From an optimization exercise on the open Yosys and OpenROAD flow, aimed at small area, a short achievable clock period and few clock cycles; shortcuts taken in it are not production practice.
In this exercise RTL edits were held to simulation tests only and were not proved equivalent to the original.

==> run Y <==
==> flow/design.v (excerpt) <==
module mul_datapath (
    input  logic clk,
    input  logic rst_n,
    input  logic start,
    input  logic signed [51:0] multiplicand_i,
    input  logic signed [51:0] multiplier_i,
    output logic signed [103:0] product_o,
    output logic signed [51:0] product_rounded_o,
    output logic done
);
clock: 8.0 ns
lec_check: 0
abc_area: 1
cap_margin: 20
core_margin: 2
core_utilization: 40
setup_slack_margin: 4
slew_margin: 20
synth_hierarchical: 1
synth_minimum_keep_size: 0
standard.sh (not shown) runs the stock make flow with config.mk's settings and CLKGATE_MAP_FILE= SYNTH_SCRIPT=/design/flow/synth_recipe.tcl, a recipe that flattens the netlist after the stock synthesis.
==> flow/flow/run.sh <==
#!/bin/bash
# The standard layout, with plain buffers (buf_4) on the ports instead of the
# delay cells buffer_ports picks by default.
set -euo pipefail
export BUFFER_PORTS_ARGS="-buffer_cell sky130_fd_sc_hd__buf_4"
bash standard.sh finish > standard_flow.log 2>&1
==> run K (differences from run Y) <==
SETUP_SLACK_MARGIN = 3   (was 4)
==> comparison table <==
Outcome: run K finished clean; run Y finished clean
Metal2 WL: run K 146000 µm; run Y 153500 µm
Met2 global-route usage: run K 58.26%; run Y 61.83%
Global routing usage on met1: run K 50.21%; run Y 51.90%
Share of layout cells above drive strength 1: run K 26.52%; run Y 43.00%
Count of clock buffers in the final design: run K 54; run Y 52
First-pass GRT wire length: run K 494100 µm; run Y 517100 µm
Fraction of area in clock buffers and inverters: run K 1.762%; run Y 1.578%
Cell area after layout: run K 0.08253 mm²; run Y 0.09301 mm²
Total length of routed wires: run K 366000 µm; run Y 378400 µm
Vias in the first global route: run K 64970; run Y 67420
Area of placed instances: run K 0.07121 mm²; run Y 0.07205 mm²
Wire length on met1: run K 129000 µm; run Y 131200 µm
Number of DRC markers after the initial detailed-route iteration: run K 10330; run Y 9961
Fraction of standard cell area that is sequential: run K 7.389%; run Y 6.593%
Total stage count of the critical path: run K 10; run Y 12
Antenna diode instance count: run K 7; run Y 18
Testbench counts of run Y, summed over its fixed seeds: cycles 1,608.
Testbench counts of run K, summed over its fixed seeds: cycles 1,608.

========
==> exp/garnet: inputs <==
mul_datapath, a different RTL version from the one above (not shown whole).
==> flow/config.mk <==
export PLATFORM = sky130hd
export DESIGN_NAME = mul_datapath
export DESIGN_NICKNAME = mul_datapath
export VERILOG_FILES = /design/flow/design.v
export SDC_FILE = /design/flow/constraint.sdc
export NUM_CORES = 4
export LEC_CHECK = 0
export ABC_AREA = 1
export CAP_MARGIN = 20
export CORE_MARGIN = 2
export CORE_UTILIZATION = 40
export SLEW_MARGIN = 20
export SYNTH_HIERARCHICAL = 1
export SYNTH_MINIMUM_KEEP_SIZE = 0
==> flow/constraint.sdc <==
create_clock -name core_clock -period 8.0 [get_ports {clk}]
set_input_delay 1.6000 -clock core_clock [delete_from_list [all_inputs] [get_ports {clk}]]
set_output_delay 1.6000 -clock core_clock [all_outputs]
set_load 0.01 [all_outputs]
Scripts as last shown in full above: flow/flow/run.sh
==> inputs of exp/pepper, as changes to exp/garnet <==
==> flow/run.sh (new file) <==
#!/bin/bash
# synth_recipe.tcl (not shown) runs the flow's synth.tcl, then flattens the netlist and writes it again
# the make line also repeats each setting of config.mk as NAME=value (left out here)
make -C /OpenROAD-flow-scripts/flow DESIGN_CONFIG=/design/flow/config.mk WORK_HOME=/design/flow/orfs CLKGATE_MAP_FILE= SYNTH_SCRIPT=/design/flow/synth_recipe.tcl finish
removed: flow/flow/run.sh
removed: flow/standard.sh
==> run summary <==
                                                                                exp/garnet               exp/pepper
Final hold slack                                                                  0.689 ns                  1.10 ns
Number of antenna violations at the first check in global routing                       24                       15
Minimum clock period                                                               6.80 ns                  7.00 ns
Detailed-route wire length                                                          332 mm                   332 mm
Multi-input gate share of total cell area                                            75.1%                    74.6%
Launch point of the critical path                                               cut_q[212]               cut_q[211]
Fraction of area in clock buffers and inverters                                      2.42%                    2.27%
Cell count after placement                                                           9,690                    9,688
Run status                                                         complete, no violations  complete, no violations
Repair and plain buffers                                                               429                      428
Testbench counts of exp/garnet, summed over its fixed seeds: cycles 1,608.
Testbench counts of exp/pepper, summed over its fixed seeds: cycles 1,608.

========
==> run a: inputs <==
Another version of the RTL of mul_datapath (not shown whole).
Settings: LEC_CHECK=0, ABC_AREA=1, CAP_MARGIN=20, CORE_MARGIN=2, CORE_UTILIZATION=40, SETUP_SLACK_MARGIN=3, SLEW_MARGIN=20, SYNTH_HIERARCHICAL=1, SYNTH_MINIMUM_KEEP_SIZE=0; clock period 8.0 ns.
==> flow/flow/run.sh <==
#!/bin/bash
# The standard layout, with plain buffers (buf_4) on the ports instead of the
# delay cells buffer_ports picks by default.
set -euo pipefail
export BUFFER_PORTS_ARGS="-buffer_cell sky130_fd_sc_hd__buf_4"
bash standard.sh finish > standard_flow.log 2>&1
==> run b (differences from run a) <==
==> flow/flow/run.sh (replaced) <==
#!/bin/bash
# The standard layout, with plain buffers (buf_2) on the ports instead of the
# delay cells buffer_ports picks by default.
set -euo pipefail
export BUFFER_PORTS_ARGS="-buffer_cell sky130_fd_sc_hd__buf_2"
bash standard.sh finish > standard_flow.log 2>&1
Settings changed: TNS_END_PERCENT from default to 10.
==> summary of the runs <==
Flip-flop and latch count is the same in run a and run b. In die area, run b and run a do not differ. Between run a and run b, the lower hold slack is in run b (gap 0.0083 ns). Between run b and run a, the lower global-route usage is in run b (gap 2.1 points). Of run a and run b, run a has the higher maximum frequency (gap about 0.5%, measured against run b). Between run b and run a, the lower sequential share of layout area is in run a (gap 0.33 points).
==> figures <==
                                                                      run a                    run b
Outcome                                             complete, no violations  complete, no violations
Delay of the slowest cell on the worst path                         0.73 ns                  0.60 ns
Total iterations of the first detailed-routing run                       10                       14
Met3 GRT Util                                                         15.6%                    10.7%
Final worst path period share                                         65.7%                    66.0%
Startpoint of the most critical setup path                       cut_q[187]                cut_q[13]
Crit path setup slack, layout                                       2.75 ns                  2.72 ns
Layout filler cell count                                              13.6k                    14.0k
Total length of routed met3 wires                                  44400 um                 42500 um
Fmax achieved                                                       190 MHz                  189 MHz
Initial antenna violation count                                           9                       13
Non-clk buf share                                                     10.1%                    8.62%
Routed wl met2                                                    118000 um                115000 um
Global-route wire length before repair                            406000 um                385000 um
Iteration-0 DRC Markers                                                8722                     9681
Placed cells                                                           8198                     8206
Vias post-DR                                                          57.4k                    56.7k
Testbench counts of run a, summed over its fixed seeds: cycles 1,608.
Testbench counts of run b, summed over its fixed seeds: cycles 1,608.

========
==> nickel <==
Another version of the RTL of mul_datapath (not shown whole).
export LEC_CHECK = 0
export ABC_AREA = 1
export CAP_MARGIN = 20
export CORE_MARGIN = 2
export CORE_UTILIZATION = 40
export SETUP_SLACK_MARGIN = 3
export SLEW_MARGIN = 20
export SYNTH_HIERARCHICAL = 1
export SYNTH_MINIMUM_KEEP_SIZE = 0
create_clock -name core_clock -period 8.0 [get_ports {clk}]
==> flow/flow/run.sh <==
#!/bin/bash
# The standard layout, with plain buffers (buf_4) on the ports instead of the
# delay cells buffer_ports picks by default.
set -euo pipefail
export BUFFER_PORTS_ARGS="-buffer_cell sky130_fd_sc_hd__buf_4"
bash standard.sh finish > standard_flow.log 2>&1
==> inputs of raven, as changes to nickel <==
- SETUP_SLACK_MARGIN: 3 -> 3.5
- TNS_END_PERCENT: unset -> 10
==> comparison table <==
Final Worst Setup Slack: nickel 2620 ps; raven 2711 ps
Inverter count of the layout excluding clock inverters: nickel 377; raven 374
Max-slew headroom at the worst pin: nickel 0.1867; raven 0.1493
Critical path startpoint: nickel multiplier_i[31]; raven multiplicand_i[51]
Proportion of final cell area spent on non-clock buffers: nickel 0.1269; raven 0.1215
Detailed-placement wirelength estimate: nickel 178,100 um; raven 179,400 um
Global placer's final weighted congestion: nickel 0.9818; raven 0.9777
Global Route met1 Usage: nickel 0.4351; raven 0.4380
Total buffers and inverters traversed by the critical path: nickel 2; raven 3
Worst path arrival time: nickel 5860 ps; raven 5810 ps
WL met3: nickel 51,810 um; raven 52,980 um
Outcome: nickel finished clean; raven finished clean
Maximum number of pins on one net before global-route repair: nickel 74; raven 78
End point of the critical path: nickel cut_q[219]; raven cut_q[56]
Multi-In Gates: nickel 5,224; raven 5,223
Crit path time final: nickel 5380 ps; raven 5289 ps
Post-route cell area: nickel 78,980 um^2; raven 75,560 um^2
Number of nets in the layout: nickel 8,143; raven 8,129
Highest attainable clock frequency: nickel 185.9 MHz; raven 189.1 MHz
Reg area: nickel 4797 um^2; raven 4801 um^2
Testbench counts of nickel, summed over its fixed seeds: cycles 1,608.
Testbench counts of raven, summed over its fixed seeds: cycles 1,608.

static timing again, ports no longer ideal:
How much do the figures lean on ideal ports? The routed layouts below were timed once more, with nothing changed but the port constraints.
Step 1: set_driving_cell puts a clkbuf_16 on clk and a buf_2 on each other input, an assumption about the parent block.
Step 2 adds t to the input delays and takes it off the output delays; t is the mean of the earliest and latest rising clock arrival at the registers after step 1. Input paths then give back, and output paths get back, about the clock's delay inside the block.
Three values: no drivers, after step 1, after step 2; two values: the first two.
run | t, ns | setup slack, ns | worst setup path at the end | worst slew at a driven data input, ns
run Y | 0.754 | 2.854 / 2.762 / 2.007 | input to register | 0.33
run K | 0.737 | 2.754 / 2.603 / 1.866 | input to register | 0.44
exp/garnet | 0.789 | 1.202 / 1.111 / 1.122 | input to register | 0.28
exp/pepper | 0.762 | 1.002 / 0.911 / 1.078 | input to register | 0.33
run a | 0.728 | 2.746 / 2.656 / 1.928 | input to register | 0.41
run b | 0.726 | 2.721 / 2.638 / 1.927 | input to register | 0.39
nickel | 0.718 | 2.620 / 2.616 / 1.898 | input to register | 0.35
raven | 0.744 | 2.711 / 2.583 / 1.838 | input to register | 0.36
After both steps every run listed still meets setup and hold. The setup slack of run K, which loses most, moves by -0.151 ns with the drivers and by -0.888 ns with both steps.
